Source: an optimization exercise on an open RTL-to-GDS flow (aim: small area, a short achievable clock period and few clock cycles per item). Production flows keep margins and buffers that such runs may drop. At most, simulation tests tie the RTL to the original design; equivalence was not proved. Only the layout flow was run in runs 1 and 2; the RTL was not checked for function there.

==> flow/design.v <==
module e203_muldiv (
  input         clk,
  input         rst_n,
  input         i_valid,
  output        i_ready,
  input  [2:0]  i_op,
  input  [31:0] i_rs1,
  input  [31:0] i_rs2,
  output        o_valid,
  input         o_ready,
  output [31:0] o_wdat
);
  function [5:0] bitlen;
    input [31:0] v;
    integer i;
    begin
      bitlen = 0;
      for (i = 0; i < 32; i = i + 1)
        if (v[i]) bitlen = i + 1;
    end
  endfunction
  function [2:0] bsel;
    input [2:0] b;
    begin
      bsel[2] = b[0] ^ b[1];
      bsel[1] = (b[2] & ~b[1] & ~b[0]) | (~b[2] & b[1] & b[0]);
      bsel[0] = b[2];
    end
  endfunction
  reg busy, done;
  wire start = i_valid & ~busy;
  assign o_valid = done;
  assign i_ready = done & o_ready;
  wire fin = done & o_ready;
  reg        isdiv, rlo, rop, sqn, anr, bz, dsub, ap2, bp2;
  reg        dnorm, dfix;     
  reg [5:0]  cnt;
  reg [1:0]  nsel;
  reg [5:0]  ma, mb;
  reg [34:0] mc;           
  reg [33:0] mp;           
  reg [33:0] acc;          
  reg [35:0] lo;           
  reg [2:0]  s0, s1;       
  reg        p0, p1;       
  wire op_div = i_op[2];
  wire [32:0] xin = {(i_op[1:0] != 2'd3) & i_rs1[31], i_rs1};
  wire [32:0] yin = {(i_op[1] == 1'b0) & i_rs2[31], i_rs2};
  function [1:0] wcls;
    input [32:0] v;
    begin
      if (v[32:8] == {25{v[32]}}) wcls = 2'd0;
      else if (v[32:12] == {21{v[32]}}) wcls = 2'd1;
      else if (v[32:16] == {17{v[32]}}) wcls = 2'd2;
      else wcls = 2'd3;
    end
  endfunction
  wire [1:0] cx = wcls(xin);
  wire [1:0] cy = wcls(yin);
  wire swap = cx < cy;
  wire [1:0] cm = swap ? cx : cy;
  wire [32:0] mpl = swap ? xin : yin;
  wire [32:0] mcd = swap ? yin : xin;
  wire [33:0] t0 = {34{mpl[0]}} & {mcd[32], mcd};
  wire a_neg = ~i_op[0] & i_rs1[31];
  wire b_neg = ~i_op[0] & i_rs2[31];
  wire [31:0] ax = i_rs1 ^ {32{a_neg}};
  wire [31:0] bx = i_rs2 ^ {32{b_neg}};
  wire [5:0] ma_c = bitlen(ax);
  wire [5:0] mb_c = bitlen(bx);
  wire a_p2 = a_neg & ~|(ax[31:1] & ~ax[30:0]);
  wire b_p2 = b_neg & ~|(bx[31:1] & ~bx[30:0]);
  wire bzero = (i_rs2 == 32'd0);
  wire mlt = ma_c < mb_c;
  wire dskip = bzero | (a_p2 == b_p2 ? mlt : a_p2 ? mlt & (ma_c + 6'd1 != mb_c) : mlt | (ma_c == mb_c));
  wire [6:0] qx = {1'b0, ma} + {6'd0, ap2} - {1'b0, mb} - {6'd0, bp2};
  wire [5:0] qs = qx[6] ? 6'd0 : qx[5:0];
  function [37:0] pp;
    input [2:0] s;
    input [34:0] x;
    reg [37:0] xe;
    begin
      xe = {{3{x[34]}}, x};
      pp = (({38{s[2]}} & xe) | ({38{s[1]}} & {xe[36:0], 1'b0})) ^ {38{s[0]}};
    end
  endfunction
  wire [37:0] ra = {{4{acc[33]}}, acc};
  wire [37:0] rb = pp(s0, mc);
  wire [37:0] rc = {pp(s1, mc), {2{s1[0]}}};    
  wire [37:0] sx = ra ^ rb ^ rc;
  wire [37:0] cx1 = {(ra[36:0] & rb[36:0]) | (ra[36:0] & rc[36:0]) | (rb[36:0] & rc[36:0]), p0};
  wire [37:0] sum = sx + cx1 + {37'd0, p1};
  wire acc_ok = (sum[37] == anr);       
  always @(posedge clk or negedge rst_n) begin
    if (!rst_n) begin
      busy <= 1'b0;
      done <= 1'b0;
    end else if (fin) begin
      busy <= 1'b0;
      done <= 1'b0;
    end else if (start) begin
      busy <= 1'b1;
      done <= op_div & dskip;
    end else if (busy & ~done) begin
      done <= isdiv ? (dfix ? 1'b1 : dnorm ? 1'b0 : (cnt == 6'd1) & ~(rop & anr))
                    : (cnt == 6'd1);
    end
  end
  wire [4:0] mnext = mp[8:4];
  always @(posedge clk) begin
    if (start) begin
      isdiv <= op_div;
      rlo <= (i_op[1:0] == 2'd0);
      rop <= i_op[1];
      bz <= bzero;
      sqn <= a_neg ^ b_neg;
      anr <= a_neg;
      ap2 <= a_p2;
      bp2 <= b_p2;
      dsub <= ~(a_neg ^ b_neg);
      nsel <= cm;
      ma <= ma_c;
      mb <= mb_c;
      if (op_div) begin
        dnorm <= ~dskip;
        dfix <= 1'b0;
        acc <= {{2{a_neg}}, i_rs1};
        mc <= {{3{b_neg}}, i_rs2};
        mp <= 34'd0;
        lo <= {36{1'b1}};
        s0 <= {2'b00, a_neg};
        s1 <= 3'b000;
        p0 <= 1'b0;
        p1 <= 1'b0;
      end else begin
        dnorm <= 1'b0;
        dfix <= 1'b0;
        cnt <= (cm == 2'd0) ? 6'd2 : (cm == 2'd1) ? 6'd3 : (cm == 2'd2) ? 6'd4 : 6'd8;
        acc <= {t0[33], t0[33:1]};
        lo <= {t0[0], lo[35:1]};
        mc <= {{2{mcd[32]}}, mcd};
        mp <= {mpl[32], mpl[32:1], 1'b0};
        s0 <= bsel({mpl[2:1], 1'b0});
        s1 <= bsel(mpl[4:2]);
        p0 <= mpl[2];
        p1 <= mpl[4];
      end
    end else if (busy & ~done) begin
      if (isdiv) begin
        if (dnorm) begin
          dnorm <= 1'b0;
          cnt <= qs + 6'd1;
          mc <= mc << qs;
          acc <= sum[33:0];
          s0 <= {2'b10, dsub};
          p0 <= dsub;
          p1 <= 1'b0;
        end else if (dfix) begin
          acc <= sum[33:0];
        end else begin
          cnt <= cnt - 6'd1;
          mc <= {mc[34], mc[34:1]};
          if (acc_ok) acc <= sum[33:0];
          mp <= {mp[32:0], acc_ok};
          lo <= acc_ok ? {lo[35:32], mp[31:0]} << 1 : {lo[34:0], 1'b1};
          if (cnt == 6'd1) begin
            dfix <= rop & anr;
            s0 <= 3'b000;
            p0 <= 1'b0;
            p1 <= 1'b1;
          end
        end
      end else begin
        cnt <= cnt - 6'd1;
        acc <= sum[37:4];
        mp <= {{4{mp[33]}}, mp[33:4]};
        lo <= {sum[3:0], lo[35:4]};
        s0 <= bsel(mnext[2:0]);
        s1 <= bsel(mnext[4:2]);
        p0 <= mnext[2];
        p1 <= mnext[4];
      end
    end
  end
  reg [63:0] prod;
  always @* begin
    case (nsel)
      2'd0: prod = {{21{acc[33]}}, acc, lo[35:27]};
      2'd1: prod = {{17{acc[33]}}, acc, lo[35:23]};
      2'd2: prod = {{13{acc[33]}}, acc, lo[35:19]};
      default: prod = {acc[30:0], lo[35:3]};
    endcase
  end
  wire [31:0] mres = rlo ? prod[31:0] : prod[63:32];
  wire [31:0] dres = rop ? acc[31:0] : (bz ? 32'hFFFFFFFF : sqn ? ~lo[31:0] : mp[31:0]);
  assign o_wdat = isdiv ? dres : mres;
endmodule
==> flow/flow/run.sh <==
#!/bin/bash
# The standard layout (the standard.sh, unchanged synthesis) with three
# changes to how it is made:
#  - ports are buffered with a plain buffer (not a delay cell),
#  - the resizer may change a cell's drive strength even when that changes
#    the cell's width (MATCH_CELL_FOOTPRINT 0),
#  - timing repair aims for more setup slack than the design's clock needs.
set -euo pipefail
MARGIN=$(cat flow/margin.txt)
bash standard.sh SETUP_SLACK_MARGIN=$MARGIN MATCH_CELL_FOOTPRINT=0 \
  "BUFFER_PORTS_ARGS=-buffer_cell sky130_fd_sc_hd__buf_2" finish > run_make.log 2>&1
==> flow/flow/margin.txt <==
6.0
==> flow/standard.sh <==
#!/bin/bash
# synth_recipe.tcl (not shown) runs the flow's synth.tcl, then flattens the netlist and writes it again
# the make line also repeats each setting of config.mk as NAME=value (left out here)
make -C /OpenROAD-flow-scripts/flow DESIGN_CONFIG=/design/flow/config.mk WORK_HOME=/design/flow/orfs CLKGATE_MAP_FILE= SYNTH_SCRIPT=/design/flow/synth_recipe.tcl "${@:-finish}"
==> flow/config.mk <==
export PLATFORM = sky130hd
export DESIGN_NAME = e203_muldiv
export DESIGN_NICKNAME = e203_muldiv
export VERILOG_FILES = /design/flow/design.v
export SDC_FILE = /design/flow/constraint.sdc
export NUM_CORES = 8
export LEC_CHECK = 0
export CAP_MARGIN = 20
export CORE_MARGIN = 2
export CORE_UTILIZATION = 60
export CTS_BUF_LIST = sky130_fd_sc_hd__clkbuf_8
export SLEW_MARGIN = 20
==> flow/constraint.sdc <==
create_clock -name core_clock -period 11.0 [get_ports {clk}]
set_input_delay 2.2000 -clock core_clock [delete_from_list [all_inputs] [get_ports {clk}]]
set_output_delay 2.2000 -clock core_clock [all_outputs]
set_load 0.01 [all_outputs]
==> run notes, run 1 <==
* Status: finished clean
* Area Overhead vs Synth at 13.2%
* Vias in the first global route at 20.7k
* Setup-failing EPs final at 0
* Crit-path max cell delay at 0.34 ns
* Total negative slack at 0 ns
* DRT Pass-1 Iters at 9
* CP cell instances: clkbuf_4 > inv_4 > o211a_1 > buf_4 > nor3_2 > o21bai_1 > a22o_1 > o31ai_2 > a21oi_1 > a221oi_2 > nor3_2 > or3_4 > o311ai_4 > ha_4 > o21bai_4 > nor3_4 > nand2b_1 > mux2_4 > nor4b_2 > nor2_1
* ANT nets after route at 0
* Hold Crit Depth at 2
* IO Port Bufs at 104
* Critical path origin: i_rs2[16]
* Tmin final at 5.31 ns
* Gpl congestion at 1.03
* CTS Buffer Depth at 2
* Tcrit/Tclk final at 0.482
* Commonest cells in the netlist: mux2i_1 (228), a21oi_1 (219), nor2_1 (204)
* RSZ-0062 raised after global routing: true
* # clock sinks at 180
* Final wirelength at 91,400 µm
* Vias at 22.9k
* Critical Path Source Type: primary input
* Slowest CP cell: or3_4
* CTS hold repair buffers at 0
* Core area at 35,400 µm²
* CP Capture Type: flop
* Final hold vios at 0
* Fill cells at 2,857
* Avg Inst Size Synth at 8.56 µm²
* Top_reg_cell synth: edfxtp_1
* TritonCTS clock tree: yes
* Register bit total from synthesis at 180
* WS Path Type: in -> reg
* Yosys warning count at 1
* Relative slew slack at 0.157
* Chip Height at 193 µm
* Pin count of the biggest net entering global routing at 166
* Worst hold slack at 0.612 ns
* Layout cells sized above 1 at 0.182
* CP arrival at 5.68 ns
* Area of the multi-input gates at 15,500 µm²
* FF-to-FF Start: mc[0]
* Hold Path Class: reg -> reg
* Yosys cell types at 91
* Initial drt markers at 4,211
* Initial antenna violation count at 2
* Clk root buf: clkbuf_8
* Final HPWL DP at 62,700 µm
* Ys async rst share at 0.0111
* Slew @ Worst Pin at 1.25 ns
* Final-stage net count at 2,709
* Share of the synthesized area in the top cell type at 0.248
* Endpoint, Worst Hold: busy
* Cell taking the most area after synthesis: edfxtp_1
* CTS clk-pin slew, worst paths at 0.09 ns
* Critical Path Most Common Cell: nor3_2
* Max-cap violation count at 0
* R2R cell count at 17
* Post-Syn Nets at 2,684
* H-tree Lvls at 4
* Ant diodes at 0
* First-pass GRT wire length at 131,000 µm
* Drt drc at 0
* CTS Buf Count at 17
* Final core occ at 0.686
* Post-Syn Area at 21,500 µm²
* Crit Path Max Fanout at 11
* Die ar. at 37,300 µm²
* Post-synth EDFFs at 177
* I/O pins at 105
* Clock Skew at 0.0181 ns
* Max-slew violation count at 0
* Hold_sp: busy
* Die Span X at 193 µm
* Most frequent cell after synthesis: mux2i_1
* GR Overflow Total at 0
* WL/cell at 30.4 µm
* Initial Util at 0.607
* Via density at 7.61
* Reg2Reg Setup Slack at 6.02 ns
* Std-Cell Rows at 69
* Worst R2R End: acc[32]
* Synth area leaders: edfxtp_1 (25%), mux2i_1 (11%), a21oi_1 (5.1%)
* Post-Syn Instances at 2,508
* Register area at 5390 µm²
* Sequential area share after synthesis at 0.251
* Critical path required time at 11.38 ns
* Fmax at 188 MHz
* Total GRT Usage at 0.479
* Clock Latency Late Sink at 0.50 ns
-- stage by stage --
stage	cells	setup WS (ns)	area, µm²
floorplan	2508	5.39	21600
global placement	2855	4.51	21900
detailed placement	2855	4.36	21900
CTS	2976	5.58	23600
global route	3007	5.60	24300
finish	3007	5.69	24300
-- cells by family (layout without fill, tap and decap cells) --
logic type,count (synthesis),count (layout),share of synthesized area
compound gates,832,832,0.254
simple gates,646,649,0.145
buf+inv,322,355,0.0603
mux,289,290,0.159
flops,180,180,0.251
xor+xnor,134,135,0.0553
fa+ha+maj,105,105,0.0759
-- area by class of cell --
class / instances / area share
Clock inverter: 15 / 0.00597
Timing Repair Buffer: 244 / 0.0871
Multi-Input combinational cell: 2011 / 0.639
Inverter: 79 / 0.0132
Tap cell: 461 / 0.0237
Clock buffer: 17 / 0.00963
Sequential cell: 180 / 0.222
-- registers in the layout (all words and copies together) (netlist names), 6 cells and up --
register / flops
cnt: 6
mc: 35
acc: 34
mp: 34
mb: 6
ma: 6
lo: 36
-- worst max-delay path: cells and delay by family --
family	cells	cell delay, ns
AO/OA/AOI/OAI	8	1.39
multiplexers	1	0.27
adder cells (fa/ha/maj)	1	0.26
AND/OR/NAND/NOR	7	1.03
buffers and inverters	3	0.51
-- cells in the final DEF (no fill, tap or decap), types with 21 or more instances in the layout --
master,instances
o22ai_1,48
buf_6,21
nor2_1,198
buf_2,74
mux2i_1,222
a21oi_1,211
edfxtp_1,177
a31oi_1,23
a22oi_1,81
o21ai_0,149
nand3_1,50
nand2_1,147
fa_1,40
or3_1,43
mux4_2,38
inv_1,71
a21o_1,35
nand2b_1,21
xnor2_1,110
o221ai_1,44
nor3_1,30
nand4_1,30
o31ai_1,40
ha_1,59
buf_4,109
-- worst max path at each step --
stage                        end  cells after the start  slack (ns)
after floorplan             done                     21        5.39
after CTS                   done                     19        5.58
after global routing        done                     21        5.60
final                       done                     20        5.69
after detailed placement  acc[0]                     15        4.36
after global placement    acc[0]                     15        4.51
-- per-layer routing --
| layer | wire length, µm | global-route usage | share of wire | vias up |
|---|---|---|---|---|
| li1 | - | - | - | 9599 |
| met5 | 25 | 0 | 0.00027 | - |
| met4 | 7920 | 0.311 | 0.087 | 4 |
| met3 | 14500 | 0.155 | 0.16 | 524 |
| met1 | 32100 | 0.626 | 0.35 | 10700 |
| met2 | 36900 | 0.678 | 0.40 | 2114 |
-- timing repair --
action	CTS	global route
pin swaps	38	39
setup endpoints to repair	165	134
setup buffers	79	29
resized for setup	124	96
cloned	10	1
==> inputs of run 2 (changes only) <==
--- a/flow/design.v
+++ b/flow/design.v
@@ -34,6 +34,6 @@
   wire fin = done & o_ready;
-  reg        isdiv, rlo, rop, sqn, anr, bz, dsub, ap2, bp2;
+  reg        isdiv, rop, qneg, anr, bz, dsub, ap2, bp2;
+  reg [3:0]  osl, osh;     
   reg        dnorm, dfix;     
   reg [5:0]  cnt;
-  reg [1:0]  nsel;
   reg [5:0]  ma, mb;
@@ -73,4 +73,14 @@
   wire bzero = (i_rs2 == 32'd0);
-  wire mlt = ma_c < mb_c;
-  wire dskip = bzero | (a_p2 == b_p2 ? mlt : a_p2 ? mlt & (ma_c + 6'd1 != mb_c) : mlt | (ma_c == mb_c));
+  function [31:0] pfor;
+    input [31:0] v;
+    integer i;
+    begin
+      pfor[31] = v[31];
+      for (i = 30; i >= 0; i = i - 1) pfor[i] = pfor[i + 1] | v[i];
+    end
+  endfunction
+  wire [31:0] ta0 = pfor(ax), tb0 = pfor(bx);
+  wire [32:0] ta = a_p2 ? {ta0, 1'b1} : {1'b0, ta0};
+  wire [32:0] tb = b_p2 ? {tb0, 1'b1} : {1'b0, tb0};
+  wire dskip = bzero | (|(tb & ~ta));
   wire [6:0] qx = {1'b0, ma} + {6'd0, ap2} - {1'b0, mb} - {6'd0, bp2};
@@ -104,3 +114,3 @@
     end else if (busy & ~done) begin
-      done <= isdiv ? (dfix ? 1'b1 : dnorm ? 1'b0 : (cnt == 6'd1) & ~(rop & anr))
+      done <= isdiv ? (dfix ? 1'b1 : dnorm ? 1'b0 : (cnt == 6'd1) & ~(rop ? anr : qneg))
                     : (cnt == 6'd1);
@@ -112,6 +122,7 @@
       isdiv <= op_div;
-      rlo <= (i_op[1:0] == 2'd0);
       rop <= i_op[1];
       bz <= bzero;
-      sqn <= a_neg ^ b_neg;
+      qneg <= (a_neg ^ b_neg) & ~dskip;
+      osl <= (i_op[1:0] == 2'd0) ? (4'b0001 << cm) : 4'b0000;
+      osh <= (i_op[1:0] != 2'd0) ? (4'b0001 << cm) : 4'b0000;
       anr <= a_neg;
@@ -120,3 +131,2 @@
       dsub <= ~(a_neg ^ b_neg);
-      nsel <= cm;
       ma <= ma_c;
@@ -129,3 +139,2 @@
         mp <= 34'd0;
-        lo <= {36{1'b1}};
         s0 <= {2'b00, a_neg};
@@ -162,10 +171,11 @@
           mc <= {mc[34], mc[34:1]};
-          if (acc_ok) acc <= sum[33:0];
+          if (cnt == 6'd1 & ~rop & qneg) acc <= 34'd0;
+          else if (acc_ok) acc <= sum[33:0];
           mp <= {mp[32:0], acc_ok};
-          lo <= acc_ok ? {lo[35:32], mp[31:0]} << 1 : {lo[34:0], 1'b1};
           if (cnt == 6'd1) begin
-            dfix <= rop & anr;
-            s0 <= 3'b000;
-            p0 <= 1'b0;
-            p1 <= 1'b1;
+            dfix <= rop ? anr : qneg;
+            mc <= {mp[33], mp[32:0], acc_ok};
+            s0 <= rop ? 3'b000 : 3'b101;
+            p0 <= ~rop;
+            p1 <= rop;
           end
@@ -184,13 +194,11 @@
   end
-  reg [63:0] prod;
-  always @* begin
-    case (nsel)
-      2'd0: prod = {{21{acc[33]}}, acc, lo[35:27]};
-      2'd1: prod = {{17{acc[33]}}, acc, lo[35:23]};
-      2'd2: prod = {{13{acc[33]}}, acc, lo[35:19]};
-      default: prod = {acc[30:0], lo[35:3]};
-    endcase
-  end
-  wire [31:0] mres = rlo ? prod[31:0] : prod[63:32];
-  wire [31:0] dres = rop ? acc[31:0] : (bz ? 32'hFFFFFFFF : sqn ? ~lo[31:0] : mp[31:0]);
+  wire [63:0] p0w = {{21{acc[33]}}, acc, lo[35:27]};
+  wire [63:0] p1w = {{17{acc[33]}}, acc, lo[35:23]};
+  wire [63:0] p2w = {{13{acc[33]}}, acc, lo[35:19]};
+  wire [63:0] p3w = {acc[30:0], lo[35:3]};
+  wire [31:0] mres = ({32{osl[0]}} & p0w[31:0]) | ({32{osl[1]}} & p1w[31:0])
+                   | ({32{osl[2]}} & p2w[31:0]) | ({32{osl[3]}} & p3w[31:0])
+                   | ({32{osh[0]}} & p0w[63:32]) | ({32{osh[1]}} & p1w[63:32])
+                   | ({32{osh[2]}} & p2w[63:32]) | ({32{osh[3]}} & p3w[63:32]);
+  wire [31:0] dres = (rop | qneg) ? acc[31:0] : (bz ? 32'hFFFFFFFF : mp[31:0]);
   assign o_wdat = isdiv ? dres : mres;
--- a/flow/config.mk
+++ b/flow/config.mk
@@ -9,3 +9,3 @@
 export CORE_MARGIN = 2
-export CORE_UTILIZATION = 60
+export CORE_UTILIZATION = 55
 export CTS_BUF_LIST = sky130_fd_sc_hd__clkbuf_8
==> run 2 against run 1 <==
Cell area increased by 1.1%. Worst hold slack worse by 0.035 ns. Synthesized cell count up 6.9%.
==> run notes, run 2 <==
* Initial antenna violation count at 2 (unchanged)
* Drt drc at 0 (unchanged)
* Cell depth of the worst setup path at 13 (-35%)
* CP cell instances: buf_2 > inv_1 > a2111oi_2 > a22oi_2 > a2111oi_4 > nand3_4 > o311a_1 > o31ai_2 > o2111ai_1 > or4_4 > nor4_4 > buf_4 > and2_4
* Initial drt markers at 4,520 (+7.3%)
* Tmin final at 5.05 ns (-0.257 ns)
* H-tree Lvls at 4 (unchanged)
* Status: finished clean
* Final HPWL DP at 70,300 µm (+12%)
* Post-Syn Area at 21,900 µm² (+2.2%)
* Post-Syn Instances at 2,681 (+6.9%)
* Critical path required time at 11.47 ns (+0.09 ns)
* Tcrit/Tclk final at 0.459 (-0.0233)
* CP arrival at 5.52 ns (-0.16 ns)
* Reg with most FFs: mc
* RSZ-0062 raised after global routing: true
* Total negative slack at 0 ns (unchanged)
* Max-cap violation count at 0 (unchanged)
* Avg Inst Size Synth at 8.18 µm² (-4.4%)
* TritonCTS clock tree: yes
* Chip Height at 204 µm (+5.5%)
* FF-to-FF Start: mc[5]
* Slowest CP cell: or4_4
* Cell taking the most area after synthesis: edfxtp_1
* Post-Syn Nets at 2,850 (+6.2%)
* ANT nets after route at 0 (unchanged)
* CTS hold repair buffers at 0 (unchanged)
* Share of the synthesized area in the top cell type at 0.245 (-0.00253)
* # clock sinks at 182 (+1.1%)
* Relative slew slack at 0.196 (+0.0386)
* Top_reg_cell synth: edfxtp_1
* Core area at 39,500 µm² (+12%)
* Most common cell after layout, fill and taps aside: nand2_1
* Critical Path Source Type: primary input
* First-pass GRT wire length at 146,000 µm (+11%)
* Final core occ at 0.621 (-0.0653)
* Vias in the first global route at 22.3k (+8.0%)
* WS Path Type: in -> reg
* Fmax at 198 MHz (+5.1%)
* Total GRT Usage at 0.476 (-0.00298)
* Via density at 7.68 (+0.84%)
* Area of the multi-input gates at 15,900 µm² (+2.3%)
* CTS Buffer Depth at 2 (unchanged)
* Largest registers: mc (35), acc (34), mp (34)
* Most frequent cell after synthesis: nand2_1
* Critical path origin: i_rs1[2]
* Register bit total from synthesis at 182 (+1.1%)
* Clock Latency Late Sink at 0.59 ns (+0.09 ns)
* Clk root buf: clkbuf_8
* Worst R2R End: acc[26]
* Die ar. at 41,500 µm² (+11%)
* Hold Path Class: reg -> reg
* Register area at 5450 µm² (+1.1%)
* DRT Pass-1 Iters at 11 (+2)
* Initial Util at 0.555 (-0.0519)
* Pin count of the biggest net entering global routing at 70 (-58%)
* R2R cell count at 17 (unchanged)
* Crit path buffers/inverters at 3 (unchanged)
* Crit Path Max Fanout at 14 (+3)
* Largest register FFs at 35 (-2.8%)
* Yosys warning count at 1 (unchanged)
* Final wirelength at 102,000 µm (+11%)
* Post-synth EDFFs at 179 (+1.1%)
* Layout cells sized above 1 at 0.154 (-0.0281)
* Die Span X at 204 µm (+5.5%)
* Commonest cells in the netlist: nand2_1 (284), clkbuf_1 (211), mux2i_1 (180)
* Slew @ Worst Pin at 1.21 ns (-0.0464 ns)
* Synth area leaders: edfxtp_1 (25%), mux2i_1 (8.2%), a22oi_1 (4.9%)
* Clock Skew at 0.0267 ns (+0.00858 ns)
* CTS Buf Count at 17 (unchanged)
* Commonest non-fill, non-tap cells in the layout: nand2_1 (280), edfxtp_1 (179), mux2i_1 (171)
* Reg2Reg Setup Slack at 6.13 ns (+0.11 ns)
* Fill cells at 3,520 (+23%)
* Final hold vios at 0 (unchanged)
* Setup-failing EPs final at 0 (unchanged)
* I/O pins at 105 (unchanged)
* CTS clk-pin slew, worst paths at 0.12 ns (+0.03 ns)
* WL/cell at 31.9 µm (+5.1%)
* Final-stage net count at 2,816 (+3.9%)
* CP Capture Type: flop
* Ys async rst share at 0.0110 (-0.000122)
* Vias at 24.5k (+6.8%)
* Area Overhead vs Synth at 12.0%
* IO Port Bufs at 104 (unchanged)
* GR Overflow Total at 0 (unchanged)
* Gpl congestion at 1.05 (+1.8%)
* Delay-heaviest family, CP: compound AO/OA/AOI/OAI gates
* Yosys cell types at 101 (+11%)
* Worst setup path endpoint: dnorm
* Crit-path max cell delay at 0.55 ns (+0.21 ns)
* Max-slew violation count at 0 (unchanged)
* Sequential area share after synthesis at 0.248 (-0.00260)
* Std-Cell Rows at 73 (+5.8%)
==> run 2: cell types whose count changed in the layout (fill, tap and decap cells not counted), moves of 15 or more <==
cell and delta:
nand2_1 +133, a21oi_1 -95, mux2i_1 -51, a22oi_1 +50
buf_4 -45, mux4_2 -38, a222oi_1 +36, nor2_1 -34
nor3_1 +31, o211ai_1 +26, o221ai_1 -24, a41o_1 +17
o21ai_0 +16, o31ai_1 -15
==> run 2: stage by stage <==
stage / cells / worst slack (ns) / cell area (µm²) / hold slack (ns)
global route: 3185 / 5.89 / 24600 / 0.608
floorplan: 2681 / 5.89 / 22000 / 0.506
finish: 3186 / 5.95 / 24600 / 0.577
global placement: 3082 / 4.03 / 22400 / 0.541
detailed placement: 3082 / 3.91 / 22400 / 0.551
CTS: 3141 / 5.99 / 23500 / 0.576
==> run 2: timing repair <==
| item | in CTS | in global routing |
|---|---|---|
| pin swaps | 20 | 43 |
| cloned | 6 | 8 |
| setup endpoints to repair | 133 | 111 |
| setup buffers | 21 | 35 |
| gates resized for setup | 82 | 135 |
==> run 2: layout make-up <==
class                           count  area share
Multi-Input combinational cell   2159       0.646
Sequential cell                   182       0.222
Timing Repair Buffer              201      0.0702
Tap cell                          525      0.0267
Inverter                           82      0.0140
Clock inverter                     15     0.00988
Clock buffer                       17     0.00952
Timing Repair inverter              4     0.00143
Antenna cell                        1    0.000102
==> run 2: how the worst min path moves through the flow <==
stage / cells past startpoint / slack (ns) / endpoint / from
2_1_floorplan: 2 / 0.51 / busy / busy
3_3_place_gp: 2 / 0.54 / lo[4] / lo[5]
3_5_place_dp: 2 / 0.55 / lo[3] / lo[4]
4_1_cts: 2 / 0.58 / lo[4] / lo[5]
5_1_grt: 2 / 0.61 / lo[4] / lo[5]
6_report: 2 / 0.58 / lo[4] / lo[5]
==> run 2: cell families (layout without fill, tap and decap cells) <==
kind of cell,count (synthesis),in the layout,synth area share
flip-flops,182,182,0.248
other,0,1,0
XOR/XNOR,130,130,0.0519
AO/OA/AOI/OAI,904,905,0.295
multiplexers,202,202,0.0934
adder cells (fa/ha/maj),98,98,0.0703
buffers and inverters,342,319,0.0615
AND/OR/NAND/NOR,823,824,0.180
==> run 2: routing by layer <==
metal / vias up / share of wire / track usage
li1: 10200 / - / -
met1: 11400 / 0.35 / 0.594
met2: 2185 / 0.41 / 0.703
met3: 636 / 0.15 / 0.146
met4: 6 / 0.097 / 0.325
met5: - / 0.00089 / 0
==> run 2: worst min-delay path, stage by stage, from the launching register on <==
cell and delay, ns:
edfxtp_1 0.38, nand2_1 0.06, nand2_1 0.05
==> inputs of run 3 (changes only) <==
--- a/flow/design.v
+++ b/flow/design.v
@@ -34,3 +34,3 @@
   wire fin = done & o_ready;
-  reg        isdiv, rop, qneg, anr, bz, dsub, ap2, bp2;
+  reg        isdiv, rop, qneg, anr, bz, dsub;
   reg [3:0]  osl, osh;     
@@ -70,4 +70,2 @@
   wire [5:0] mb_c = bitlen(bx);
-  wire a_p2 = a_neg & ~|(ax[31:1] & ~ax[30:0]);
-  wire b_p2 = b_neg & ~|(bx[31:1] & ~bx[30:0]);
   wire bzero = (i_rs2 == 32'd0);
@@ -82,7 +80,6 @@
   wire [31:0] ta0 = pfor(ax), tb0 = pfor(bx);
-  wire [32:0] ta = a_p2 ? {ta0, 1'b1} : {1'b0, ta0};
-  wire [32:0] tb = b_p2 ? {tb0, 1'b1} : {1'b0, tb0};
+  wire [32:0] ta = a_neg ? {ta0, 1'b1} : {1'b0, ta0};
+  wire [32:0] tb = {1'b0, tb0};
   wire dskip = bzero | (|(tb & ~ta));
-  wire [6:0] qx = {1'b0, ma} + {6'd0, ap2} - {1'b0, mb} - {6'd0, bp2};
-  wire [5:0] qs = qx[6] ? 6'd0 : qx[5:0];
+  wire [5:0] qs = ma + {5'd0, anr} - mb;
   function [37:0] pp;
@@ -128,4 +125,2 @@
       anr <= a_neg;
-      ap2 <= a_p2;
-      bp2 <= b_p2;
       dsub <= ~(a_neg ^ b_neg);
--- a/flow/config.mk
+++ b/flow/config.mk
@@ -10,3 +10,3 @@
 export CORE_UTILIZATION = 55
-export CTS_BUF_LIST = sky130_fd_sc_hd__clkbuf_8
+export CTS_BUF_LIST = sky130_fd_sc_hd__clkbuf_8 sky130_fd_sc_hd__clkbuf_16
 export SLEW_MARGIN = 20
==> run 3 against run 2 <==
Core utilization shrank 0.26 points. Critical endpoint is now mc[31]. Fmax grew 1.8%. Via count shrank 12%. Clock-buffer cell count grew 1. Sequential share of layout area grew 2.3 points. Synthesized cell count shrank 9.2%. First-iteration DRC count shrank 6.9%. Still clean on timing, DRC and antenna.
==> run notes, run 3 <==
* Status: finished clean
* Chip Height at 195 µm (-4.5%)
* DRT Pass-1 Iters at 15 (+4)
* Critical path required time at 11.19 ns (-0.28 ns)
* Adder-cell share of the synthesized area at 0.0726 (+0.00237)
* Critical Path Source Type: flop
* Hold Path Class: reg -> reg
* Top_reg_cell synth: edfxtp_1
* Max-cap violation count at 0 (unchanged)
* Post-Syn Nets at 2,598 (-8.8%)
* Vias in the first global route at 19.4k (-13%)
* Post-synthesis mux area share at 0.0728 (-0.0207)
* Synth Area in Compound Gates at 0.291 (-0.00384)
* Std-Cell Rows at 69 (-5.5%)
* CTS Buf Count at 17 (unchanged)
* Cell taking the most area after synthesis: edfxtp_1
* Pin count of the biggest net entering global routing at 83 (+19%)
* CTS Buffer Depth at 2 (unchanged)
* Via density at 7.54 (-1.7%)
* Drt drc at 0 (unchanged)
* RSZ-0062 raised after global routing: true
* Largest register FFs at 35 (unchanged)
* Clock Skew at 0.0243 ns (-0.00240 ns)
* Clock Latency Late Sink at 0.47 ns (-0.12 ns)
* Post-synth EDFFs at 177 (-1.1%)
* CP Capture Type: flop
* Synth Area in Simple Gates at 0.173 (-0.00697)
* Vias at 21.6k (-12%)
* Max-slew violation count at 0 (unchanged)
* WL/cell at 30.4 µm (-4.9%)
* IO Port Bufs at 104 (unchanged)
* Final hold vios at 0 (unchanged)
* Synth area leaders: edfxtp_1 (27%), nand2_1 (5.6%), mux2i_1 (5.4%)
* Post-Syn Instances at 2,435 (-9.2%)
* Post-Syn Area at 20,000 µm² (-8.9%)
* CTS hold repair buffers at 0 (unchanged)
* Core area at 35,700 µm² (-9.8%)
* Yosys warning count at 1 (unchanged)
* Crit Path Max Fanout at 43 (+29)
* Total GRT Usage at 0.436 (-0.0394)
* Most common cell after layout, fill and taps aside: nand2_1
* # clock sinks at 180 (-1.1%)
* Commonest cells in the netlist: nand2_1 (300), clkbuf_1 (196), edfxtp_1 (177)
* Initial Util at 0.560 (+0.00569)
* Initial drt markers at 4,210 (-6.9%)
* Final HPWL DP at 61,400 µm (-13%)
* Fmax at 202 MHz (+1.8%)
* Gpl congestion at 1.02 (-3.4%)
* Yosys cell types at 78 (-23%)
* Tcrit/Tclk final at 0.451 (-0.00828)
* CTS clk-pin slew, worst paths at 0.08 ns (-0.04 ns)
* Relative slew slack at 0.296 (+0.0998)
* Final core occ at 0.619 (-0.00260)
* Final wirelength at 86,800 µm (-15%)
* Largest registers: mc (35), acc (34), mp (34)
* Layout cells sized above 1 at 0.141 (-0.0131)
* Ys async rst share at 0.0111 (+0.000122)
* Reg with most FFs: mc
* I/O pins at 105 (unchanged)
* First-pass GRT wire length at 124,000 µm (-15%)
* Die Span X at 195 µm (-4.5%)
* WS Path Type: reg -> reg
* Commonest non-fill, non-tap cells in the layout: nand2_1 (298), edfxtp_1 (177), nor2_1 (160)
* Initial antenna violation count at 0 (-2)
* Post-Synth XOR/XNOR Area at 0.0587 (+0.00684)
* Most frequent cell after synthesis: nand2_1
* H-tree Lvls at 4 (unchanged)
* Dpl ws at 4.55 ns (+0.646 ns)
* Ant diodes at 0 (-1)
* Largest family of logic cells by synthesized area: compound AO/OA/AOI/OAI gates
* Area Overhead vs Synth at 10.4%
* Sequential area share after synthesis at 0.270 (+0.0213)
* Die ar. at 37,900 µm² (-8.7%)
* GR Overflow Total at 0 (unchanged)
* ANT nets after route at 0 (unchanged)
* Setup WS post-layout at 6.04 ns (+0.0911 ns)
* Avg Inst Size Synth at 8.20 µm² (+0.28%)
* Tmin final at 4.96 ns (-0.0911 ns)
* Setup-failing EPs final at 0 (unchanged)
* TritonCTS clock tree: yes
* Register bit total from synthesis at 180 (-1.1%)
* CP arrival at 5.15 ns (-0.37 ns)
* Total negative slack at 0 ns (unchanged)
* Final-stage net count at 2,546 (-9.6%)
* Clk root buf: clkbuf_16
* Slew @ Worst Pin at 1.05 ns (-0.161 ns)
* Share of the synthesized area in the top cell type at 0.266 (+0.0210)
[run 3: cell count changes in the layout (fill, tap and decap cells not counted), moves of 16 or more]
cell / delta
inv_1: -17
nand2_1: +18
nand3_1: -18
clkbuf_16: +16
mux2i_1: -67
nor3_1: +29
clkbuf_8: -16
o21ai_0: -33
[run 3: worst paths after layout]
path,start,endpoint,slack [ns],cells after the start
max,mb[0],mc[31],6.04,14
min,busy,busy,0.57,2
max reg2reg,mb[0],mc[31],6.04,14
min reg2reg,busy,busy,0.57,2
max in group asynchronous,rst_n,done,9.40,1
min in group asynchronous,rst_n,busy,1.51,1
[run 3: logic make-up (layout without fill, tap and decap cells)]
logic type / count (synthesis) / in the layout
xor gates and xnor gates: 134 / 134
buffers and inverters: 314 / 274
adders and majority gates: 92 / 92
DFF: 180 / 180
muxes: 128 / 128
and+or+nand+nor: 764 / 765
AOI/OAI and AO/OA: 823 / 823
[run 3: stage by stage]
stage,hold WS (ns),cells,instance area [µm²]
CTS,0.582,2828,21400
global placement,0.544,2788,20500
floorplan,0.506,2435,20100
finish,0.568,2857,22100
global route,0.617,2857,22100
detailed placement,0.565,2789,20500
[run 3: cell type report]
cell class	instances	area, µm²
well taps	461	577
inverters	61	244
fillers	3157	13600
clock inverters	14	129
clock buffers	18	439
multi-input cells	1942	13900
flip-flops and latches	180	5390
repair buffers	181	1410
[run 3: worst max-delay path, cell delays in order (launching register included)]
cell      delay, ns
edfxtp_1       0.40
ha_1           0.29
inv_1          0.04
ha_2           0.19
fa_2           0.57
buf_4          0.52
mux2_2         0.42
o21ai_0        0.81
nor2_1         0.07
a21oi_1        0.39
nand2_1        0.09
o21ai_0        0.26
nor2_1         0.09
a31oi_1        0.36
o221ai_1       0.17
[run 3: timing repair]
action | CTS | global route
pin swaps | 3 | 22
setup buffers | 6 | 21
setup endpoints to repair | 160 | 110
endpoints found under the hold margin | 0 | 0
cloned | 1 | 7
resized for setup | 61 | 78
[run 3: routing by layer]
layer,GRT usage,share of wire,vias up
met2,0.609,0.40,1905
met3,0.119,0.16,362
li1,-,-,9160
met4,0.260,0.077,2
met5,0,0.00030,-
met1,0.601,0.37,10100
Testbench counts of run 3, summed over its fixed seeds: cycles 160,453, ops 24,000.
==> inputs of run 4 (changes only) <==
--- a/flow/design.v
+++ b/flow/design.v
@@ -38,7 +38,5 @@
   reg [5:0]  cnt;
-  reg [5:0]  ma, mb;
   reg [34:0] mc;           
-  reg [33:0] mp;           
+  reg [33:0] pl;
   reg [33:0] acc;          
-  reg [35:0] lo;           
   reg [2:0]  s0, s1;       
@@ -83,3 +81,3 @@
   wire dskip = bzero | (|(tb & ~ta));
-  wire [5:0] qs = ma + {5'd0, anr} - mb;
+  wire [5:0] qs = pl[5:0] + {5'd0, anr} - pl[11:6];
   function [37:0] pp;
@@ -115,3 +113,3 @@
   end
-  wire [4:0] mnext = mp[8:4];
+  wire [4:0] mnext = pl[8:4];
   always @(posedge clk) begin
@@ -126,4 +124,2 @@
       dsub <= ~(a_neg ^ b_neg);
-      ma <= ma_c;
-      mb <= mb_c;
       if (op_div) begin
@@ -133,3 +129,3 @@
         mc <= {{3{b_neg}}, i_rs2};
-        mp <= 34'd0;
+        pl <= {22'd0, {mb_c, ma_c} & {12{~dskip}}};    
         s0 <= {2'b00, a_neg};
@@ -143,5 +139,4 @@
         acc <= {t0[33], t0[33:1]};
-        lo <= {t0[0], lo[35:1]};
         mc <= {{2{mcd[32]}}, mcd};
-        mp <= {mpl[32], mpl[32:1], 1'b0};
+        pl <= {t0[0], mpl[32:1], 1'b0};
         s0 <= bsel({mpl[2:1], 1'b0});
@@ -157,2 +152,3 @@
           mc <= mc << qs;
+          pl <= 34'd0;
           acc <= sum[33:0];
@@ -168,6 +164,6 @@
           else if (acc_ok) acc <= sum[33:0];
-          mp <= {mp[32:0], acc_ok};
+          pl <= {pl[32:0], acc_ok};
           if (cnt == 6'd1) begin
             dfix <= rop ? anr : qneg;
-            mc <= {mp[33], mp[32:0], acc_ok};
+            mc <= {2'b00, pl[31:0], acc_ok};
             s0 <= rop ? 3'b000 : 3'b101;
@@ -180,4 +176,3 @@
         acc <= sum[37:4];
-        mp <= {{4{mp[33]}}, mp[33:4]};
-        lo <= {sum[3:0], lo[35:4]};
+        pl <= {sum[3:0], pl[33:4]};
         s0 <= bsel(mnext[2:0]);
@@ -189,6 +184,6 @@
   end
-  wire [63:0] p0w = {{21{acc[33]}}, acc, lo[35:27]};
-  wire [63:0] p1w = {{17{acc[33]}}, acc, lo[35:23]};
-  wire [63:0] p2w = {{13{acc[33]}}, acc, lo[35:19]};
-  wire [63:0] p3w = {acc[30:0], lo[35:3]};
+  wire [63:0] p0w = {{21{acc[33]}}, acc, pl[33:25]};
+  wire [63:0] p1w = {{17{acc[33]}}, acc, pl[33:21]};
+  wire [63:0] p2w = {{13{acc[33]}}, acc, pl[33:17]};
+  wire [63:0] p3w = {acc[30:0], pl[33:1]};
   wire [31:0] mres = ({32{osl[0]}} & p0w[31:0]) | ({32{osl[1]}} & p1w[31:0])
@@ -197,3 +192,3 @@
                    | ({32{osh[2]}} & p2w[63:32]) | ({32{osh[3]}} & p3w[63:32]);
-  wire [31:0] dres = (rop | qneg) ? acc[31:0] : (bz ? 32'hFFFFFFFF : mp[31:0]);
+  wire [31:0] dres = (rop | qneg) ? acc[31:0] : (bz ? 32'hFFFFFFFF : pl[31:0]);
   assign o_wdat = isdiv ? dres : mres;
==> run 4 against run 3 <==
Still clean on timing, DRC and antenna. Sequential share of layout area is 5.5 points lower. Routed wire length grew 6.0%. Flip-flop and latch count is 45 lower. Via count is 3.1% higher. Synthesized area shrank 4.3%. Cell area down 3.2%. Critical path depth stayed put.
==> run notes, run 4 <==
* Most common cell after layout, fill and taps aside: nand2_1
* Synth Area in Compound Gates at 0.315 (+0.0239)
* Top_reg_cell synth: edfxtp_1
* Total GRT Usage at 0.489 (+0.0531)
* Post-Syn Nets at 2,575 (-0.89%)
* Reg with most FFs: mc
* WL/cell at 32.2 µm (+6.0%)
* Yosys warning count at 1 (unchanged)
* Final wirelength at 92,000 µm (+6.0%)
* Commonest cells in the netlist: nand2_1 (234), o21ai_0 (188), clkbuf_1 (183)
* Avg Inst Size Synth at 7.92 µm² (-3.4%)
* Final-stage net count at 2,551 (+0.20%)
* Vias at 22.2k (+3.1%)
* Fill cells at 3,083 (-2.3%)
* Die ar. at 36,300 µm² (-4.3%)
* Vias in the first global route at 19.8k (+1.9%)
* Synth area leaders: edfxtp_1 (21%), mux2i_1 (6.2%), a22oi_1 (6.1%)
* Initial Util at 0.556 (-0.00432)
* CTS clk-pin slew, worst paths at 0.06 ns (-0.02 ns)
* # clock sinks at 135 (-25%)
* Synth Area in Simple Gates at 0.175 (+0.00216)
* GR Overflow Total at 0 (unchanged)
* Tmin final at 5.06 ns (+0.0970 ns)
* Final HPWL DP at 65,300 µm (+6.3%)
* CTS hold repair buffers at 0 (unchanged)
* Layout cells sized above 1 at 0.155 (+0.0143)
* Met2 Wirelength at 37,100 µm (+8.2%)
* Clock Skew at 0.0145 ns (-0.00981 ns)
* Share of the synthesized area in the top cell type at 0.207 (-0.0586)
* Adder-cell share of the synthesized area at 0.0759 (+0.00330)
* Hold Path Class: reg -> reg
* Critical Path Source Type: primary input
* Yosys cell types at 100 (+28%)
* Clock Latency Late Sink at 0.44 ns (-0.03 ns)
* IO Port Bufs at 104 (unchanged)
* H-tree Lvls at 4 (unchanged)
* Slew @ Worst Pin at 1.14 ns (+0.0913 ns)
* Largest registers: mc (35), acc (34), pl (34)
* Most frequent cell after synthesis: nand2_1
* DRT Pass-1 Iters at 11 (-4)
* Fmax at 198 MHz (-1.9%)
* Total negative slack at 0 ns (unchanged)
* Post-synth EDFFs at 132 (-25%)
* Commonest non-fill, non-tap cells in the layout: nand2_1 (232), nor2_1 (177), o21ai_0 (177)
* Sequential area share after synthesis at 0.211 (-0.0585)
* First-pass GRT wire length at 131,000 µm (+5.2%)
* Drt drc at 0 (unchanged)
* Status: finished clean
* Non-filler cells, final at 2,858 (+0.035%)
* Max-cap violation count at 0 (unchanged)
* CP Capture Type: flop
* Pin count of the biggest net entering global routing at 56 (-33%)
* Relative slew slack at 0.235 (-0.0605)
* Die Span X at 190 µm (-2.2%)
* Area Overhead vs Synth at 11.7%
* Crit Path Max Fanout at 10 (-77%)
* Dpl cells at 2,763 (-0.93%)
* Via density at 7.78 (+3.1%)
* CTS Buf Count at 17 (unchanged)
* ANT nets after route at 0 (unchanged)
* Register bit total from synthesis at 135 (-25%)
* TritonCTS clock tree: yes
* CTS Buffer Depth at 2 (unchanged)
* RSZ-0062 raised after global routing: true
* Gpl congestion at 1.08 (+5.9%)
* Post-Syn Instances at 2,412 (-0.94%)
* Largest family of logic cells by synthesized area: compound AO/OA/AOI/OAI gates
* Clk root buf: clkbuf_16
* I/O pins at 105 (unchanged)
* Tcrit/Tclk final at 0.460 (+0.00882)
* CP arrival at 5.20 ns (+0.05 ns)
* Std-Cell Rows at 68 (-1.4%)
* Chip Height at 190 µm (-2.2%)
* Cell taking the most area after synthesis: edfxtp_1
* Core area at 34,400 µm² (-3.6%)
* WS Path Type: in -> reg
* Initial drt markers at 4,369 (+3.8%)
* Post-Syn Area at 19,100 µm² (-4.3%)
* Critical path required time at 11.15 ns (-0.04 ns)
* DR top layer: met4
* Max-slew violation count at 0 (unchanged)
* Initial antenna violation count at 0 (unchanged)
* Met1 wire length at 32,300 µm (+0.65%)
* Post-synthesis mux area share at 0.0896 (+0.0169)
* Met3 routed WL at 13,800 µm (+0.47%)
* Setup-failing EPs final at 0 (unchanged)
* Ys async rst share at 0.0148 (+0.00370)
* Final hold vios at 0 (unchanged)
* Largest register FFs at 35 (unchanged)
* Post-Synth XOR/XNOR Area at 0.0637 (+0.00496)
run 4: changes by cell type after synthesis, moves of 12 or more:
cell,change
o221ai_1,+12
o21ai_0,+46
a222oi_1,-27
o211ai_1,-13
clkbuf_1,-13
mux2i_1,+12
a22oi_1,+16
nand4_1,+12
nand2_1,-66
a221oi_1,-17
edfxtp_1,-45
nor2_1,+15
nor3_1,-37
a21oi_1,+19
run 4: layout make-up:
class | instances | area [µm²] | area share
repair buffers | 206 | 1710 | 0.0801
flip-flops and latches | 135 | 4030 | 0.189
clock buffers | 22 | 494 | 0.0231
well taps | 455 | 569 | 0.0267
inverters | 56 | 210 | 0.00984
clock inverters | 10 | 82.6 | 0.00387
multi-input cells | 1972 | 14200 | 0.667
diodes | 2 | 5.00 | 0.000234
run 4: critical path, cell delays in order:
cell and delay, ns:
buf_12 0.10, or4_4 0.54, nor3_4 0.21, a31oi_1 0.07, or3_4 0.41, ha_4 0.30, nor2_4 0.04, a31oi_4 0.19
buf_6 0.14, buf_12 0.12, nand2b_4 0.10, buf_12 0.17, mux2i_1 0.40, o221ai_1 0.20
run 4: worst paths after layout:
check                           from  endpoint  slack, ns  cells after the start
setup / recovery           i_rs1[18]    mc[25]       5.94                     14
hold / removal                  busy      done       0.61                      2
setup reg to reg              acc[0]   acc[26]       6.00                     14
hold reg to reg                 busy      done       0.61                      2
max in group asynchronous      rst_n      busy       9.36                      1
min in group asynchronous      rst_n      done       1.54                      1
run 4: repair_timing:
item,CTS,global route
pin swaps,3,18
gates cloned,7,5
resized for setup,57,86
setup buffers,17,30
endpoints found under the hold margin,0,0
setup endpoints to repair,155,136
run 4: logic make-up (layout without fill, tap and decap cells):
logic type | after synthesis | after routing
AO/OA/AOI/OAI | 875 | 876
XOR/XNOR | 139 | 139
adder cells (fa/ha/maj) | 92 | 92
buffers and inverters | 306 | 294
flip-flops | 135 | 135
multiplexers | 151 | 151
other | 0 | 2
AND/OR/NAND/NOR | 714 | 714
run 4: per-stage QoR:
step	area (µm²)	setup WS (ns)	hold WS, ns	util
final	21400	5.94	0.609	0.621
after global routing	21300	5.87	0.642	0.621
after CTS	20600	6.01	0.600	0.600
after detailed placement	19500	4.66	0.580	0.568
after global placement	19500	4.77	0.569	0.568
after floorplan	19200	5.92	0.529	-
run 4: routing by layer:
| metal | GRT usage | vias up |
|---|---|---|
| li1 | - | 9150 |
| met1 | 0.631 | 10500 |
| met2 | 0.708 | 2005 |
| met3 | 0.151 | 586 |
| met4 | 0.313 | 0 |
| met5 | 0 | - |
Testbench counts of run 4, summed over its fixed seeds: cycles 160,453, ops 24,000.
==> inputs of run 5 (changes only) <==
==> flow/flow/margin.txt (replaced) <==
5.7
==> run 5 against run 4 <==
Cell count down 1.8%. Flip-flop and latch count unchanged. Critical path type unchanged. Largest cell class unchanged.
==> run notes, run 5 <==
* Drt drc at 0 (unchanged)
* Vias in the first global route at 19.6k (-0.84%)
* R2R cell count at 15 (+1)
* Clk root buf: clkbuf_16
* Die ar. at 36,300 µm² (unchanged)
* ANT nets after route at 0 (unchanged)
* Sequential area share after synthesis at 0.211 (unchanged)
* CTS hold repair buffers at 0 (unchanged)
* Setup-failing EPs final at 0 (unchanged)
* Critical path origin: i_rs1[29]
* Total GRT Usage at 0.478 (-0.0107)
* Post-route cell area at 20,500 µm² (-4.2%)
* Final hold vios at 0 (unchanged)
* Die Span X at 190 µm (unchanged)
* I/O pins at 105 (unchanged)
* Placed cell area at 19,500 µm² (-0.35%)
* Post-synth EDFFs at 132 (unchanged)
* Status: finished clean
* Layout cells sized above 1 at 0.121 (-0.0344)
* Register area at 4030 µm² (unchanged)
* Most frequent cell after synthesis: nand2_1
* Initial antenna violation count at 3 (+3)
* Gpl congestion at 1.10 (+2.6%)
* Dpl cells at 2,757 (-0.22%)
* IO Port Bufs at 104 (unchanged)
* Hold Path Class: reg -> reg
* H-tree Lvls at 4 (unchanged)
* CTS clk-pin slew, worst paths at 0.06 ns (about the same)
* GR Overflow Total at 0 (unchanged)
* Top_reg_cell synth: edfxtp_1
* DRT Pass-1 Iters at 15 (+4)
* Total negative slack at 0 ns (unchanged)
* Yosys cell types at 100 (unchanged)
* Commonest cells in the netlist: nand2_1 (234), o21ai_0 (188), clkbuf_1 (183)
* Yosys warning count at 1 (unchanged)
* Register bit total from synthesis at 135 (unchanged)
* Area of the multi-input gates at 14,000 µm² (-1.7%)
* Slowest CP cell: or4_1
* Post-Syn Instances at 2,412 (unchanged)
* Final HPWL DP at 64,400 µm (-1.4%)
* Clock Latency Late Sink at 0.43 ns (about the same)
* Fmax at 189 MHz (-4.6%)
* Avg Inst Size Synth at 7.92 µm² (unchanged)
* Reg with most FFs: mc
* CP cell instances: buf_2 > or4_1 > nor3_2 > a31oi_1 > or3_1 > ha_1 > nor2_1 > a31oi_4 > buf_12 > nand2b_2 > a21oi_1 > o221ai_1
* Tcrit/Tclk final at 0.482 (+0.0222)
* Core area at 34,400 µm² (unchanged)
* Ys async rst share at 0.0148 (unchanged)
* CTS Buffer Depth at 2 (unchanged)
* FF-to-FF Start: s0[2]
* Std-Cell Rows at 68 (unchanged)
* Worst hold slack at 0.580 ns (-0.0289 ns)
* CP Capture Type: flop
* Slew @ Worst Pin at 1.15 ns (+0.0124 ns)
* RSZ-0062 raised after global routing: false
* Critical Path Source Type: primary input
* WS Path Type: in -> reg
* Reg2Reg Setup Slack at 5.76 ns (-0.24 ns)
* Initial drt markers at 4,209 (-3.7%)
* Post-Syn Area at 19,100 µm² (unchanged)
* Share of the synthesized area in the top cell type at 0.207 (unchanged)
* Fill cells at 3,282 (+6.5%)
* Post-Syn Nets at 2,575 (unchanged)
* Clock Skew at 0.0106 ns (-0.00380 ns)
* Non-filler cells, final at 2,806 (-1.8%)
* TritonCTS clock tree: yes
* Vias at 21.6k (-2.7%)
* Area Overhead vs Synth at 7.04%
* Chip Height at 190 µm (unchanged)
* Via density at 7.70 (-0.95%)
* Cell taking the most area after synthesis: edfxtp_1
* Tmin final at 5.30 ns (+0.244 ns)
* Crit Path Max Fanout at 20 (+10)
* Initial Util at 0.556 (unchanged)
* Crit-path max cell delay at 0.56 ns (+0.02 ns)
* Relative slew slack at 0.234 (-0.00131)
* CTS Buf Count at 17 (unchanged)
* Worst R2R End: acc[26]
* Commonest non-fill, non-tap cells in the layout: nand2_1 (234), o21ai_0 (187), nor2_1 (179)
* Largest registers: mc (35), acc (34), pl (34)
* WL/cell at 31.8 µm (-1.4%)
* Largest register FFs at 35 (unchanged)
* CP arrival at 5.44 ns (+0.24 ns)
* Pin count of the biggest net entering global routing at 53 (-5.4%)
* Synth area leaders: edfxtp_1 (21%), mux2i_1 (6.2%), a22oi_1 (6.1%)
* Most common cell after layout, fill and taps aside: nand2_1
* Final wirelength at 89,100 µm (-3.2%)
* Critical path required time at 11.15 ns (about the same)
* Max-slew violation count at 0 (unchanged)
* # clock sinks at 135 (unchanged)
* Final-stage net count at 2,499 (-2.0%)
* First-pass GRT wire length at 129,000 µm (-1.4%)
* Max-cap violation count at 0 (unchanged)
* Worst setup path endpoint: mc[28]
==> run 5: repair_timing <==
item | in CTS | in global routing
cloned | 4 | 1
buffers inserted | 4 | 3
setup endpoints to repair | 118 | 79
pin swaps | 1 | 0
resized for setup | 27 | 24
==> run 5: cell families (layout without fill, tap and decap cells) <==
family / after synthesis / count (layout) / synth area share
flops: 135 / 135 / 0.211
mux: 151 / 151 / 0.0896
other cells: 0 / 2 / 0
compound gates: 875 / 875 / 0.315
simple gates: 714 / 716 / 0.175
buf+inv: 306 / 241 / 0.0698
xor+xnor: 139 / 139 / 0.0637
fa+ha+maj: 92 / 92 / 0.0759
==> run 5: area by class of cell <==
type                    instances  area share
diodes                          2    0.000245
clock buffers                  17      0.0208
clock inverters                15     0.00795
inverters                      56      0.0104
multi-input cells            1973       0.685
flip-flops and latches        135       0.197
well taps                     455      0.0278
repair buffers                153      0.0510
==> run 5: how the worst min path moves through the flow <==
stage / from / endpoint / depth (start not counted)
2_1_floorplan: busy / done / 2
3_3_place_gp: busy / done / 2
3_5_place_dp: busy / done / 2
4_1_cts: busy / done / 2
5_1_grt: busy / busy / 2
6_report: busy / done / 2
==> run 5: per-layer routing <==
| layer | global-route usage | vias up | wire length [µm] |
|---|---|---|---|
| met5 | 0 | - | 0 |
| met4 | 0.290 | 0 | 7060 |
| met3 | 0.141 | 438 | 13000 |
| met2 | 0.690 | 1954 | 36400 |
| met1 | 0.630 | 10200 | 32600 |
| li1 | - | 9033 | - |
==> run 5: critical path: cells and delay by family <==
family	cells	cell delay [ns]
AOI/OAI and AO/OA	4	0.95
adders and majority gates	1	0.31
buffers and inverters	2	0.41
and+or+nand+nor	5	1.56
==> run 5: through the flow <==
step	utilization	worst slack (ns)
floorplan	-	5.76
global placement	0.566	4.36
detailed placement	0.566	4.34
CTS	0.589	5.72
global route	0.595	5.70
finish	0.595	5.70
==> inputs of run 6 (changes only) <==
==> flow/flow/margin.txt (replaced) <==
6.0
--- a/flow/config.mk
+++ b/flow/config.mk
@@ -11,2 +11,4 @@
 export CTS_BUF_LIST = sky130_fd_sc_hd__clkbuf_8 sky130_fd_sc_hd__clkbuf_16
+export CTS_CLUSTER_DIAMETER = 60
+export CTS_CLUSTER_SIZE = 30
 export SLEW_MARGIN = 20
==> run 6 against run 5 <==
Flip-flop and latch count unchanged. Sequential share of layout area down 0.82 points. Cell count up 1.9%. Cell area up 4.4%. Clock-buffer cell count up 5. Fmax up 4.8%. Setup slack better by 0.24 ns.
==> run notes, run 6 <==
* Largest family of logic cells by synthesized area: compound AO/OA/AOI/OAI gates
* Reg2Reg Setup Slack at 6.00 ns (+0.24 ns)
* Met3 routed WL at 13,800 µm (+6.0%)
* Post-Syn Instances at 2,412 (unchanged)
* Yosys cell types at 100 (unchanged)
* Std-Cell Rows at 68 (unchanged)
* Cell taking the most area after synthesis: edfxtp_1
* Max-cap violation count at 0 (unchanged)
* Critical Path Source Type: primary input
* Yosys warning count at 1 (unchanged)
* Total GRT Usage at 0.489 (+0.0107)
* Post-route cell area at 21,400 µm² (+4.4%)
* Chip Height at 190 µm (unchanged)
* Final-stage net count at 2,551 (+2.1%)
* Setup-failing EPs final at 0 (unchanged)
* Crit-path max cell delay at 0.54 ns (-0.02 ns)
* R2R cell count at 14 (-1)
* Total negative slack at 0 ns (unchanged)
* FF-to-FF Start: acc[0]
* Met1 wire length at 32,300 µm (-0.90%)
* CP cell instances: buf_12 > or4_4 > nor3_4 > a31oi_1 > or3_4 > ha_4 > nor2_4 > a31oi_4 > buf_6 > buf_12 > nand2b_4 > buf_12 > mux2i_1 > o221ai_1
* Slew @ Worst Pin at 1.14 ns (-0.0124 ns)
* Endpoint, Worst Hold: done
* Tcrit/Tclk final at 0.460 (-0.0222)
* Die ar. at 36,300 µm² (unchanged)
* Synth area leaders: edfxtp_1 (21%), mux2i_1 (6.2%), a22oi_1 (6.1%)
* Commonest non-fill, non-tap cells in the layout: nand2_1 (232), nor2_1 (177), o21ai_0 (177)
* Post-Syn Area at 19,100 µm² (unchanged)
* Hold Path Class: reg -> reg
* Pin count of the biggest net entering global routing at 56 (+5.7%)
* Critical Path Most Common Cell: buf_12
* Die Span X at 190 µm (unchanged)
* Via density at 7.78 (+0.96%)
* Met2 Wirelength at 37,100 µm (+1.8%)
* Area Overhead vs Synth at 11.7%
* Reg with most FFs: mc
* DR top layer: met4
* CP arrival at 5.20 ns (-0.24 ns)
* Status: finished clean
* Final wirelength at 92,000 µm (+3.3%)
* Most frequent cell after synthesis: nand2_1
* H-tree Lvls at 4 (unchanged)
* Post-synth EDFFs at 132 (unchanged)
* CTS Buffer Depth at 2 (unchanged)
* Gpl congestion at 1.08 (-2.6%)
* Clock Latency Late Sink at 0.44 ns (about the same)
* Most common cell after layout, fill and taps aside: nand2_1
* Top_reg_cell synth: edfxtp_1
* RSZ-0062 raised after global routing: true
* # clock sinks at 135 (unchanged)
* Drt drc at 0 (unchanged)
* Post-Syn Nets at 2,575 (unchanged)
* TritonCTS clock tree: yes
* Final hold vios at 0 (unchanged)
* Tmin final at 5.06 ns (-0.244 ns)
* Worst R2R End: acc[26]
* Crit Path Max Fanout at 10 (-50%)
* Share of the synthesized area in the top cell type at 0.207 (unchanged)
* Relative slew slack at 0.235 (+0.00131)
* Largest register FFs at 35 (unchanged)
* WS Path Type: in -> reg
* ANT nets after route at 0 (unchanged)
* Post-Synth XOR/XNOR Area at 0.0637 (unchanged)
* Sequential area share after synthesis at 0.211 (unchanged)
* GR Overflow Total at 0 (unchanged)
* Hold_sp: busy
* Largest registers: mc (35), acc (34), pl (34)
* Clock Skew at 0.0145 ns (+0.00380 ns)
* Initial Util at 0.556 (unchanged)
* CTS clk-pin slew, worst paths at 0.06 ns (about the same)
* IO Port Bufs at 104 (unchanged)
* Vias at 22.2k (+2.8%)
* Hold Crit Depth at 2 (unchanged)
* Initial antenna violation count at 0 (-3)
* First-pass GRT wire length at 131,000 µm (+1.4%)
* Layout cells sized above 1 at 0.155 (+0.0344)
* Initial drt markers at 4,369 (+3.8%)
* Placed cell area at 19,500 µm² (+0.35%)
* Commonest cells in the netlist: nand2_1 (234), o21ai_0 (188), clkbuf_1 (183)
* Register bit total from synthesis at 135 (unchanged)
* CTS Buf Count at 17 (unchanged)
* WL/cell at 32.2 µm (+1.4%)
* Slowest CP cell: or4_4
* Post-synthesis mux area share at 0.0896 (unchanged)
* Max-slew violation count at 0 (unchanged)
* Avg Inst Size Synth at 7.92 µm² (unchanged)
* Fmax at 198 MHz (+4.8%)
* Critical path required time at 11.15 ns (about the same)
* Vias in the first global route at 19.8k (+0.84%)
* Synth Area in Compound Gates at 0.315 (unchanged)
* Final HPWL DP at 65,300 µm (+1.4%)
* Adder-cell share of the synthesized area at 0.0759 (unchanged)
* Clk root buf: clkbuf_16
* I/O pins at 105 (unchanged)
* Core area at 34,400 µm² (unchanged)
* CP Capture Type: flop
* Synth Area in Simple Gates at 0.175 (unchanged)
* Ys async rst share at 0.0148 (unchanged)
* DRT Pass-1 Iters at 11 (-4)
-- run 6: cell counts after synthesis --
Identical to the previous run, type by type.
-- run 6: cell families (layout without fill, tap and decap cells) --
group           Yosys count  in the layout
fa+ha+maj                92             92
simple gates            714            714
compound gates          875            876
xor+xnor                139            139
flops                   135            135
buf+inv                 306            294
other cells               0              2
mux                     151            151
-- run 6: stage by stage --
step           cells   util  hold slack (ns)  setup WS, ns
2_1_floorplan   2412      -            0.529          5.92
3_3_place_gp    2763  0.568            0.569          4.77
3_5_place_dp    2763  0.568            0.580          4.66
4_1_cts         2819  0.600            0.600          6.01
5_1_grt         2856  0.621            0.642          5.87
6_report        2858  0.621            0.609          5.94
-- run 6: how the worst max path moves through the flow --
stage | from | to | slack [ns]
final | i_rs1[18] | mc[25] | 5.94
after global routing | i_rs1[18] | mc[0] | 5.87
after CTS | i_rs1[21] | mc[0] | 6.01
after detailed placement | i_rs1[31] | acc[27] | 4.66
after global placement | i_rs1[31] | acc[27] | 4.77
after floorplan | i_rs1[23] | pl[11] | 5.92
-- run 6: critical path: cells and delay by family --
| kind | cells | cell delay, ns |
|---|---|---|
| muxes | 1 | 0.40 |
| AOI/OAI and AO/OA | 3 | 0.46 |
| adders and majority gates | 1 | 0.30 |
| buffers and inverters | 4 | 0.53 |
| and+or+nand+nor | 5 | 1.30 |
-- run 6: layout make-up --
cell class / instances / area [µm²]
Antenna cell: 2 / 5.00
Clock buffer: 22 / 494
Clock inverter: 10 / 82.6
Fill cell: 3083 / 13000
Inverter: 56 / 210
Multi-Input combinational cell: 1972 / 14200
Sequential cell: 135 / 4030
Tap cell: 455 / 569
Timing Repair Buffer: 206 / 1710
-- run 6: timing repair --
action                                  CTS  global route
hold buffers                              0             0
gates cloned                              7             5
setup buffers                            17            30
pin swaps                                 3            18
gates resized for setup                  57            86
endpoints found under the setup margin  155           136
-- run 6: routing by layer --
layer / vias to the layer above / global-route usage
met5: - / 0
met4: 0 / 0.313
met3: 586 / 0.151
met2: 2005 / 0.708
met1: 10500 / 0.631
li1: 9150 / -

## static timing again, ports no longer ideal
No port has a modelled driver above. Below, the same layouts with a new extraction and two added sets of constraints. Step 1: set_driving_cell puts a clkbuf_16 on clk and a buf_2 on each other input, an assumption about the parent block. Step 2 moves the port delays by t, midway between the first and last clock arrival at a register: inputs arrive t later, outputs are due t later. That takes back most of the time a late clock gives input paths. a / b / c = no drivers / after step 1 / after step 2; a / b = the first two.
| run | shift t [ns] | setup WS [ns] | hold WS [ns] | worst setup path after step 2 | latest minus earliest clock arrival (ns) |
|---|---|---|---|---|---|
| run 1 | 0.540 | 5.694 / 5.698 / 5.158 | 0.612 / 0.612 / 0.612 | input to register | 0.018 / 0.018 |
| run 2 | 0.633 | 5.951 / 5.828 / 5.196 | 0.577 / 0.577 / 0.577 | input to register | 0.027 / 0.027 |
| run 3 | 0.515 | 6.042 / 6.042 / 5.565 | 0.568 / 0.568 / 0.568 | input to register | 0.025 / 0.024 |
| run 4 | 0.487 | 5.945 / 5.938 / 5.451 | 0.609 / 0.609 / 0.609 | input to register | 0.015 / 0.015 |
| run 5 | 0.483 | 5.701 / 5.732 / 5.249 | 0.580 / 0.580 / 0.580 | input to register | 0.013 / 0.012 |
| run 6 | 0.487 | 5.945 / 5.938 / 5.451 | 0.609 / 0.609 / 0.609 | input to register | 0.015 / 0.015 |
After both steps setup and hold are still met in every run listed. For run 2, which loses most, drivers alone change the setup slack by -0.123 ns; drivers and shift together by -0.755 ns.
